This is an optimization exercise on Yosys and OpenROAD, whose aim is small area and a short achievable clock period, not a production implementation. No run shown here included a check of the RTL's function; only the layout flow was run. Power and IR drop assume default switching activity.

==> flow/design.v (outline; a module is shown in full before it is edited, if it fits) <==
// module ex_alu: 1050 lines
// module cx_nand2: 1 lines
// module cx_nor2: 1 lines
// module cx_xor2: 1 lines
// module cx_xnor2: 1 lines
// module cx_inv: 1 lines
// module cx_a21oi: 1 lines
// module cx_o21ai: 1 lines
// module cx_a22oi: 1 lines
// module cx_a222oi: 2 lines
// module cx_mx2i: 1 lines
// module cx_nand3: 1 lines
// module CPU: 161 lines
// module id_decode: 68 lines
// module br_compare: 10 lines
// module cpu_eq32: 5 lines
// module next_pc: 14 lines
// module cpu_mux2: 5 lines
// module rf_rdbit: 13 lines
// module rf_aoi222: 5 lines
// module cpu_adder32: 169 lines
module CPU(reset, clk, imem_addr, imem_data, mem_addr, mem_wdata, mem_rdata, mem_read, mem_write);
  // ...
==> flow/run.sh <==
#!/bin/bash
# synth_recipe.tcl (not shown) runs the flow's synth.tcl, then flattens the netlist and writes it again
# the make line also repeats each setting of config.mk as NAME=value (left out here)
make -C /OpenROAD-flow-scripts/flow DESIGN_CONFIG=/design/flow/config.mk WORK_HOME=/design/flow/orfs CLKGATE_MAP_FILE= SYNTH_SCRIPT=/design/flow/synth_recipe.tcl finish
==> flow/config.mk <==
export PLATFORM = sky130hd
export DESIGN_NAME = CPU
export DESIGN_NICKNAME = CPU
export VERILOG_FILES = /design/flow/design.v
export SDC_FILE = /design/flow/constraint.sdc
export NUM_CORES = 8
export LEC_CHECK = 0
export CAP_MARGIN = 20
export CORE_MARGIN = 2
export CORE_UTILIZATION = 40
export SETUP_SLACK_MARGIN = 5
export SLEW_MARGIN = 20
export SYNTH_HIERARCHICAL = 1
==> flow/constraint.sdc <==
create_clock -name core_clock -period 10.0 [get_ports {clk}]
set_input_delay 2.0000 -clock core_clock [delete_from_list [all_inputs] [get_ports {clk}]]
set_output_delay 2.0000 -clock core_clock [all_outputs]
set_load 0.01 [all_outputs]
==> run summary, run 1 <==
placed cell area=0.0707 mm²; Setup CP Type=input pin to flip-flop; grt met1 use=38.4%; sequential power=8.46 mW; Worst-Margin Slew=1.21 ns; final-report hold violation count=0; Max Clock Freq=0.207 GHz; most frequent cells after synthesis=edfxtp_1, a222oi_1, mux2i_1; most common cell after layout, fill and taps aside=edfxtp_1; most frequent cell on the critical path=nor2b_1; Top delay family on crit path=simple AND/OR/NAND/NOR gates; Fin Hold WS=0.325 ns; status=timing/DRC/antenna clean; Plain + repair buffers=342; RR Startpoint=ir[26]$_DFF_PN0_; worst-path cell chain=clkdlybuf4s50_1 > nor2b_1 > nor2b_1 > and3_1 > buf_4 > a222oi_1 > nand4_1 > a2111o_1; # clk buffers=198; Sw Pwr=6.83 mW; M1 WL=96.8 mm; Seq. cell area=0.0387 mm²; ANT cells=4; EDFF count, synth=992; count of multi-input gates=3224; FF+latch count, synth=1410; Clock buf/inv share=6.54%; placed cells=7221; Non-clock buffering overhead=3.99%; met3 GRT Util=9.34%; largest net degree at the start of global routing=102; Primary FF master, synth=edfxtp_1; critical-path maximum fanout=18; first-pass GRT wire length=365 mm; Syn Inst Count=4865; sequential share of cell area=51.1%; Ys Warns=9; detailed-route DRC error count=0; final slew viol count=0; drt pass-1 iters=14; Biggest consumer=sequential cells; antenna violations before repair=16; Max Cap Viol=0
==> module CPU, before the edit <==
module CPU(reset, clk, imem_addr, imem_data, mem_addr, mem_wdata, mem_rdata, mem_read, mem_write);
input reset, clk;
output [31:0] imem_addr;
input [31:0] imem_data;
output [31:0] mem_addr;
output [31:0] mem_wdata;
input [31:0] mem_rdata;
output mem_read;
output mem_write;
reg [31:0] PC;
reg [31:0] ir;           
reg [31:0] pc4_id;       
reg [31:0] rf1_id, rf2_id;   
reg        hit1_id, hit2_id;  
reg [31:0] d1_ex;        
reg [31:0] d2x_ex;       
reg [31:0] e_ex;         
reg        fwdA_ex, fwdB_ex, fwdS_ex;
reg        mrd_ex, mwr_ex, rw_ex, mv_ex, wv_ex, link_ex;
reg [4:0]  wreg_ex;
reg        sub_ex, add_ex, slt_ex, sh_ex, k1_ex, k2_ex, k3_ex;
reg [1:0]  sop_ex;
reg [31:0] outZ_mem, d2_mem;
reg        mrd_mem, mwr_mem, mv_mem, wv_mem, link_mem;
reg [4:0]  wreg_mem;
reg [31:0] wdata_wb;
reg [31:0] rf [1:31];
reg [31:1] rvalid;
wire [4:0] nrs = imem_data[25:21];
wire [4:0] nrt = imem_data[20:16];
wire [30:0] sel1, sel2;
wire [31:0] rf1_if, rf2_if;
genvar gj, gb;
generate
    for (gj = 1; gj < 32; gj = gj + 1) begin : dec1
        assign sel1[gj-1] = rvalid[gj] && (nrs == gj);
        assign sel2[gj-1] = rvalid[gj] && (nrt == gj);
    end
    for (gb = 0; gb < 32; gb = gb + 1) begin : rdcol
        wire [30:0] col;
        for (gj = 1; gj < 32; gj = gj + 1) begin : c
            assign col[gj-1] = rf[gj][gb];
        end
        rf_rdbit u1 (.s(sel1), .d(col), .y(rf1_if[gb]));
        rf_rdbit u2 (.s(sel2), .d(col), .y(rf2_if[gb]));
    end
endgenerate
wire hit1_if = wv_mem && (wreg_mem == nrs);
wire hit2_if = wv_mem && (wreg_mem == nrt);
wire [4:0] rs = ir[25:21];
wire [4:0] rt = ir[20:16];
wire is_branch, is_jump, is_jr, undef, is_lw, is_sw, regwrite, mv, wv;
wire alusrc1, alusrc2, link;
wire [4:0] wreg;
wire sub_d, add_d, slt_d, log_d, sh_d;
wire [1:0] lop_d, sop_d;
wire [31:0] lu_out;
id_decode dec (.ir(ir), .is_branch(is_branch), .is_jump(is_jump), .is_jr(is_jr), .undef(undef),
    .is_lw(is_lw), .is_sw(is_sw), .regwrite(regwrite), .wreg(wreg), .mv(mv), .wv(wv),
    .alusrc1(alusrc1), .alusrc2(alusrc2), .link(link),
    .sub(sub_d), .add(add_d), .slt(slt_d), .log(log_d), .sh(sh_d), .lop(lop_d), .sop(sop_d),
    .lu_out(lu_out));
wire [31:0] rf1 = hit1_id ? wdata_wb : rf1_id;
wire [31:0] rf2 = hit2_id ? wdata_wb : rf2_id;
wire ex_hit_rs = (wreg_ex == rs);
wire ex_hit_rt = (wreg_ex == rt);
wire loaduse = !is_sw && mrd_ex && (ex_hit_rs || ex_hit_rt);
wire special = rw_ex && (is_branch || is_jr) && (wreg_ex != 5'd0) && (ex_hit_rs || ex_hit_rt);
wire exflush = loaduse || special;
wire ifflush = is_branch || is_jump || is_jr || exflush;
wire fwdA_d = !alusrc1 && mv_ex && ex_hit_rs;
wire fwdB_d = !alusrc2 && mv_ex && ex_hit_rt;
wire fwdS_d = is_sw && mv_ex && ex_hit_rt;
wire mem_hit_rs = (wreg_mem == rs);
wire mem_hit_rt = (wreg_mem == rt);
wire wbA = !alusrc1 && wv_mem && mem_hit_rs;
wire wbB = (!alusrc2 || is_sw) && wv_mem && mem_hit_rt && !(rw_ex && ex_hit_rs);
wire [31:0] rt_val = wbB ? outZ_mem : rf2;
wire taken;
br_compare cmp (.a(rf1), .b(rf2), .z(outZ_mem), .fa(mv_mem && mem_hit_rs), .fb(mv_mem && mem_hit_rt), .eq(taken));
wire [31:0] pc_other, pc_sum, pc4_next;
next_pc npc (.pc(PC), .ir(ir), .rf1(rf1), .undef(undef), .exflush(exflush), .is_branch(is_branch),
    .is_jump(is_jump), .is_jr(is_jr), .pc_other(pc_other), .sum(pc_sum));
assign pc4_next = pc_sum;
wire brt = taken && is_branch && !undef && !exflush;
wire [31:0] PC_next;
generate
    for (gb = 0; gb < 32; gb = gb + 1) begin : pcm
        cpu_mux2 m (.a0(pc_other[gb]), .a1(pc_sum[gb]), .s(brt), .y(PC_next[gb]));
    end
endgenerate
assign imem_addr = PC;
always @(negedge reset or posedge clk)
    if (!reset) PC <= 32'h0;
    else PC <= PC_next;
always @(negedge reset or posedge clk)
    if (!reset) ir <= 32'h0;
    else ir <= ifflush ? 32'h0 : imem_data;
always @(posedge clk) begin
    pc4_id <= pc4_next;
    rf1_id <= rf1_if;
    rf2_id <= rf2_if;
end
always @(negedge reset or posedge clk)
    if (!reset) begin
        hit1_id <= 1'b0; hit2_id <= 1'b0;
    end else begin
        hit1_id <= hit1_if; hit2_id <= hit2_if;
    end
always @(posedge clk) begin
    d1_ex <= alusrc1 ? {27'h0, ir[10:6]} : (wbA ? outZ_mem : rf1);
    d2x_ex <= (alusrc2 ? lu_out : rt_val) ^ {32{sub_d}};
    e_ex  <= link ? pc4_id : rt_val;
    wreg_ex <= wreg;
    sub_ex <= sub_d; add_ex <= add_d; slt_ex <= slt_d; sh_ex <= sh_d; sop_ex <= sop_d;
    k1_ex <= log_d && !lop_d[1];                 
    k2_ex <= log_d && (lop_d == 2'd1 || lop_d == 2'd2);   
    k3_ex <= log_d && (lop_d == 2'd3);           
    link_ex <= link;
end
always @(negedge reset or posedge clk)
    if (!reset) begin
        fwdA_ex <= 1'b0; fwdB_ex <= 1'b0; fwdS_ex <= 1'b0; mrd_ex <= 1'b0; mwr_ex <= 1'b0;
        rw_ex <= 1'b0; mv_ex <= 1'b0; wv_ex <= 1'b0;
    end else if (exflush) begin
        fwdA_ex <= 1'b0; fwdB_ex <= 1'b0; fwdS_ex <= 1'b0; mrd_ex <= 1'b0; mwr_ex <= 1'b0;
        rw_ex <= 1'b0; mv_ex <= 1'b0; wv_ex <= 1'b0;
    end else begin
        fwdA_ex <= fwdA_d; fwdB_ex <= fwdB_d; fwdS_ex <= fwdS_d; mrd_ex <= is_lw; mwr_ex <= is_sw;
        rw_ex <= regwrite; mv_ex <= mv; wv_ex <= wv;
    end
wire [31:0] alu_out;
ex_alu alu0 (.d1(d1_ex), .d2x(d2x_ex), .z(outZ_mem), .sub(sub_ex), .fwdA(fwdA_ex), .fwdB(fwdB_ex),
    .add(add_ex), .slt(slt_ex), .k1(k1_ex), .k2(k2_ex), .k3(k3_ex), .sh(sh_ex), .sop(sop_ex), .y(alu_out));
always @(posedge clk) begin
    outZ_mem <= alu_out;
    d2_mem <= fwdS_ex ? outZ_mem : e_ex;
    wreg_mem <= wreg_ex;
    link_mem <= link_ex;
end
always @(negedge reset or posedge clk)
    if (!reset) begin
        mrd_mem <= 1'b0; mwr_mem <= 1'b0; mv_mem <= 1'b0; wv_mem <= 1'b0;
    end else begin
        mrd_mem <= mrd_ex; mwr_mem <= mwr_ex; mv_mem <= mv_ex; wv_mem <= wv_ex;
    end
assign mem_addr = outZ_mem;
assign mem_wdata = d2_mem;
assign mem_read = mrd_mem;
assign mem_write = mwr_mem;
wire [31:0] wdata = mrd_mem ? mem_rdata : link_mem ? d2_mem : outZ_mem;
always @(posedge clk) wdata_wb <= wdata;
integer i;
always @(posedge clk)
    for (i = 1; i < 32; i = i + 1)
        if (wv_mem && wreg_mem == i) rf[i] <= wdata;
always @(negedge reset or posedge clk)
    if (!reset) rvalid <= 31'h0;
    else for (i = 1; i < 32; i = i + 1)
        if (wv_mem && wreg_mem == i) rvalid[i] <= 1'b1;
endmodule
==> inputs of run 2 (changes only) <==
--- a/flow/design.v
+++ b/flow/design.v
@@ -1138,17 +1138,25 @@
 wire wbA = !alusrc1 && wv_mem && mem_hit_rs;
 wire wbB = (!alusrc2 || is_sw) && wv_mem && mem_hit_rt && !(rw_ex && ex_hit_rs);
 wire [31:0] rt_val = wbB ? outZ_mem : rf2;
-wire taken;
-br_compare cmp (.a(rf1), .b(rf2), .z(outZ_mem), .fa(mv_mem && mem_hit_rs), .fb(mv_mem && mem_hit_rt), .eq(taken));
+wire eab, ezb, eaz;
+cpu_eq32 c0 (.x(rf1), .y(rf2), .e(eab));
+cpu_eq32 c1 (.x(outZ_mem), .y(rf2), .e(ezb));
+cpu_eq32 c2 (.x(rf1), .y(outZ_mem), .e(eaz));
+wire fa = mv_mem && mem_hit_rs;
+wire fb = mv_mem && mem_hit_rt;
+wire br_ok = is_branch && !undef && !exflush;
+wire [3:0] brsel = {br_ok && fa && fb, br_ok && !fa && fb, br_ok && fa && !fb, br_ok && !fa && !fb};
 wire [31:0] pc_other, pc_sum, pc4_next;
 next_pc npc (.pc(PC), .ir(ir), .rf1(rf1), .undef(undef), .exflush(exflush), .is_branch(is_branch),
     .is_jump(is_jump), .is_jr(is_jr), .pc_other(pc_other), .sum(pc_sum));
 assign pc4_next = pc_sum;
-wire brt = taken && is_branch && !undef && !exflush;
+wire [1:0] brt;
+br_taken bt0 (.sel(brsel), .eab(eab), .ezb(ezb), .eaz(eaz), .t(brt[0]));
+br_taken bt1 (.sel(brsel), .eab(eab), .ezb(ezb), .eaz(eaz), .t(brt[1]));
 wire [31:0] PC_next;
 generate
     for (gb = 0; gb < 32; gb = gb + 1) begin : pcm
-        cpu_mux2 m (.a0(pc_other[gb]), .a1(pc_sum[gb]), .s(brt), .y(PC_next[gb]));
+        cpu_mux2 m (.a0(pc_other[gb]), .a1(pc_sum[gb]), .s(brt[gb/16]), .y(PC_next[gb]));
     end
 endgenerate
 assign imem_addr = PC;
@@ -1289,15 +1297,11 @@
     end
 end
 endmodule
-module br_compare(a, b, z, fa, fb, eq);
-input [31:0] a, b, z;
-input fa, fb;
-output eq;
-wire eab, ezb, eaz;
-cpu_eq32 c0 (.x(a), .y(b), .e(eab));
-cpu_eq32 c1 (.x(z), .y(b), .e(ezb));
-cpu_eq32 c2 (.x(a), .y(z), .e(eaz));
-assign eq = fa ? (fb | ezb) : (fb ? eaz : eab);
+module br_taken(sel, eab, ezb, eaz, t);
+input [3:0] sel;
+input eab, ezb, eaz;
+output t;
+assign t = (sel[0] & eab) | (sel[1] & ezb) | (sel[2] & eaz) | sel[3];
 endmodule
 module cpu_eq32(x, y, e);
 input [31:0] x, y;
==> run summary, run 2 <==
detailed-route DRC error count=0 (unchanged); FF+latch count, synth=1410 (unchanged); DR WL met3=34.6 mm (was 34.5 mm); count leader, synth=edfxtp_1 (unchanged); Final min period=4.89 ns (was 4.84 ns); via/cell ratio=6.91 (was 6.86); RSZ-0062 raised after global routing=no (unchanged); fin crit share=48.9% (was 48.4%); first-pass GRT wire length=361 mm (was 365 mm); die area=0.165 mm² (was 0.166 mm²); TritonCTS clock tree=built (unchanged); Cell Area, Synth=0.0648 mm² (was 0.0652 mm²); Port-buffer cells=163 (unchanged); Tot Pwr=19.3 mW (was 19.4 mW); TNS Setup=0 ns (unchanged); EDFF count, synth=992 (unchanged); leading area contributor after synthesis=edfxtp_1 (unchanged); Hold Path Class=flip-flop to flip-flop (unchanged); Fill cells=14224 (was 14421); status=timing/DRC/antenna clean (unchanged); type of origin of the critical path=flip-flop (was input pin); H-tree depth=4 (unchanged); Req. time, crit path=10.70 ns (was 10.72 ns); final wirelength=262 mm (about the same); met2 WL=115 mm (was 116 mm); Worst-Margin Slew=1.11 ns (was 1.21 ns); HPWL after DPL=161 mm (was 160 mm); share of layout cells above drive strength 1=13.7% (was 14.4%); worst path arrival time=5.59 ns (was 5.56 ns); # clock sinks=1410 (unchanged); final net count=5273 (was 5306); Max Used Layer=met5 (unchanged); clock latency (worst-skew pair)=0.82 ns (was 0.83 ns); routed via count=51518 (was 51461); M1 WL=95.0 mm (was 96.8 mm); wire length per cell after detailed routing=35.1 µm (was 34.9 µm); Max Cap Viol=0 (unchanged); number of global-route vias before repair=49395 (was 49602); commonest non-fill, non-tap cells in the layout=edfxtp_1, a222oi_1, mux2i_1 (unchanged); Max Clock Freq=0.205 GHz (was 0.207 GHz); Ys Warns=9 (unchanged); critical-path maximum fanout=35 (was 18); Initial Util=40.3% (was 40.2%); Rel. slew slack=25.8% (was 18.7%); die width=406 µm (was 408 µm); drt pass-1 iters=15 (was 14); Primary FF master, synth=edfxtp_1 (unchanged); final setup vio count=0 (unchanged); Clock Root Buffer=clkbuf_16 (unchanged); Avg Inst Size Synth=13.4 µm² (about the same); Final Skew=0.0295 ns (was 0.0591 ns); Die H=406 µm (was 408 µm); Core Box Area=0.161 mm² (was 0.162 mm²); Biggest register=rf (unchanged); sequential-to-total area share from yosys stat=59.7% (was 59.4%); PwrDens=255 mW/mm² (was 256 mW/mm²); Setup CP Type=flip-flop to flip-flop (was input pin to flip-flop); most frequent cells after synthesis=edfxtp_1, a222oi_1, mux2i_1 (unchanged); FFs w/ async S/R, synth=7.73% (unchanged); post-synth cell types=95 (was 91); Static Leakage=28.0 nW (was 27.9 nW); largest net degree at the start of global routing=74 (was 102); Antenna Nets Post-Route=0 (unchanged); TritonCTS Buffers=150 (was 148); clock tree buffer depth=3 (unchanged); antenna violations before repair=22 (was 16); largest cells by area after synthesis=edfxtp_1, a222oi_1, dfxtp_1, mux2i_1, dfrtp_1 (unchanged); most common cell after layout, fill and taps aside=edfxtp_1 (unchanged); Ports=164 (unchanged); Worst-path clk slew=0.06 ns (about the same); row count=147 (was 148); share of the synthesized area in the top cell type=46.0% (was 45.7%); GR Overflow Total=0 (unchanged); final slew viol count=0 (unchanged); Syn Inst Count=4819 (was 4865); 1st-iter DRT viols=11115 (was 10925); Final Wtd Congestion=0.931 (was 0.958); final-report hold violation count=0 (unchanged); peak supply drop=0.000171 V (was 0.000173 V); critical path capture point type=flip-flop (unchanged); cts hold-fix bufs=0 (unchanged); GRT Resource Usage Total=30.6% (was 30.3%); area grow syn2layout=16.4% (was 16.3%); max reg flops=992 (unchanged)
run 2: cell count changes after synthesis, sizes merged, moves of 9 or more:
cell and change:
mux2i +30, o31ai -32, nor3 -36, a21oi +33, nor2b -17, and2 +29
o21ai +33, a22oi -30, a211oi -32, clkbuf -9, nor3b -25
run 2: cell families after synthesis:
family	after synthesis	share of synthesized area, %
buf+inv	218	1.39
mux	542	8.81
xor+xnor	250	3.38
fa+ha+maj	37	0.784
simple gates	1166	9.40
flops	1410	59.7
compound gates	1195	16.5
other cells	1	0.00579
run 2: path summary, 6_finish.rpt:
path | end | cells after the start | from | slack [ns]
max in group asynchronous | rvalid[14]$_DFFE_PN0P_ | 2 | reset | 7.37
min | link_mem$_DFF_P_ | 0 | link_ex$_DFF_P_ | 0.34
min reg2reg | link_mem$_DFF_P_ | 0 | link_ex$_DFF_P_ | 0.34
max reg2reg | PC[17]$_DFF_PN0_ | 15 | ir[29]$_DFF_PN0_ | 5.11
min in group asynchronous | PC[29]$_DFF_PN0_ | 1 | reset | 1.27
max | PC[17]$_DFF_PN0_ | 15 | ir[29]$_DFF_PN0_ | 5.11
run 2: per-module statistics from Yosys, one instance, submodules excluded, excerpt:
module	times used	cells
cpu_eq32	3	43
cx_a222oi	32	1
cx_nand3	32	1
cx_o21ai	30	1
rf_rdbit	64	4
ex_alu	1	2
cx_nand2	93	1
CPU	1	2404
next_pc	1	304
cx_xor2	80	1
cx_xnor2	16	1
run 2: per-stage QoR:
stage               worst slack [ns]  util, %  cell area [µm²]  cells  hold WS [ns]
floorplan                       5.00        -            64800   4821         0.310
global placement                4.88     43.7            70300   7172         0.313
detailed placement              4.72     43.7            70300   7172         0.317
CTS                             4.93     46.8            75300   7450         0.324
global route                    4.99     46.9            75400   7457         0.349
finish                          5.11     46.9            75400   7460         0.340
run 2: worst max-delay path, cell delays in order, from the launching register on:
cell and delay [ns]:
dfrtp_1 0.56, or4_4 0.61, or4_4 0.49, nor4_4 0.19, and2_2 0.20, buf_6 0.41
o21ai_1 0.16, o22ai_2 0.23, nand2_1 0.20, inv_1 0.09, buf_4 0.38, clkinvlp_4 0.14
buf_4 0.21, o311ai_0 0.41, a31oi_1 0.16, mux2_4 0.28
run 2: where the power goes:
group | internal [mW] | switching (mW) | total (mW) | leakage [nW]
registers | 7.59 | 0.802 | 8.40 | 13.0
clock network | 3.23 | 2.42 | 5.65 | 2.43
logic | 1.73 | 3.48 | 5.20 | 12.6
run 2: layer usage:
layer,GRT usage [%],vias up
met1,39.1,25417
met2,46.5,4103
met5,0,-
met4,18.2,14
met3,8.38,906
li1,-,21078
run 2: cell type report:
cell class	instances	area (µm²)	area share, %
Clock inverter	74	798	1.06
Sequential cell	1410	38700	51.3
Timing Repair Buffer	336	2980	3.95
Tap cell	2160	2700	3.58
Clock buffer	204	4170	5.53
Multi-Input combinational cell	3194	25700	34.1
Antenna cell	4	10.0	0.0133
Inverter	78	297	0.393
run 2: repair_timing:
item,4_1_cts,5_1_grt
setup endpoints to repair,32,30
cloned,0,1
buffers inserted,0,3
hold endpoints to repair,0,0
resized for setup,5,11

## what the ideal ports hide
In the flow no input, the clock included, has a driving cell. The finished layouts below were timed again as built, in two steps.
Step 1 (the two cells are an assumption about what drives the block):
set clk [get_ports {clk}]
set_driving_cell -lib_cell sky130_fd_sc_hd__clkbuf_16 $clk
set_driving_cell -lib_cell sky130_fd_sc_hd__buf_2 [delete_from_list [all_inputs] $clk]
Step 2 times the ports against the registers' clock, not the clock port: input delays grow and output delays shrink by t, the midpoint of the rising clock arrivals with the driver on.
Three values: ideal, step 1, step 2; two values: the first two.
| run | t (ns) | setup WS [ns] | latest minus earliest clock arrival (ns) | worst register clock-pin slew, ns |
|---|---|---|---|---|
| run 1 | 0.891 | 5.159 / 5.203 / 4.313 | 0.061 / 0.061 | 0.07 / 0.07 |
| run 2 | 0.886 | 5.112 / 5.112 / 4.593 | 0.031 / 0.030 | 0.07 / 0.07 |
After both steps every run listed still meets setup and hold. The setup slack of run 1, which loses most, moves by +0.044 ns with the drivers and by -0.846 ns with both steps.
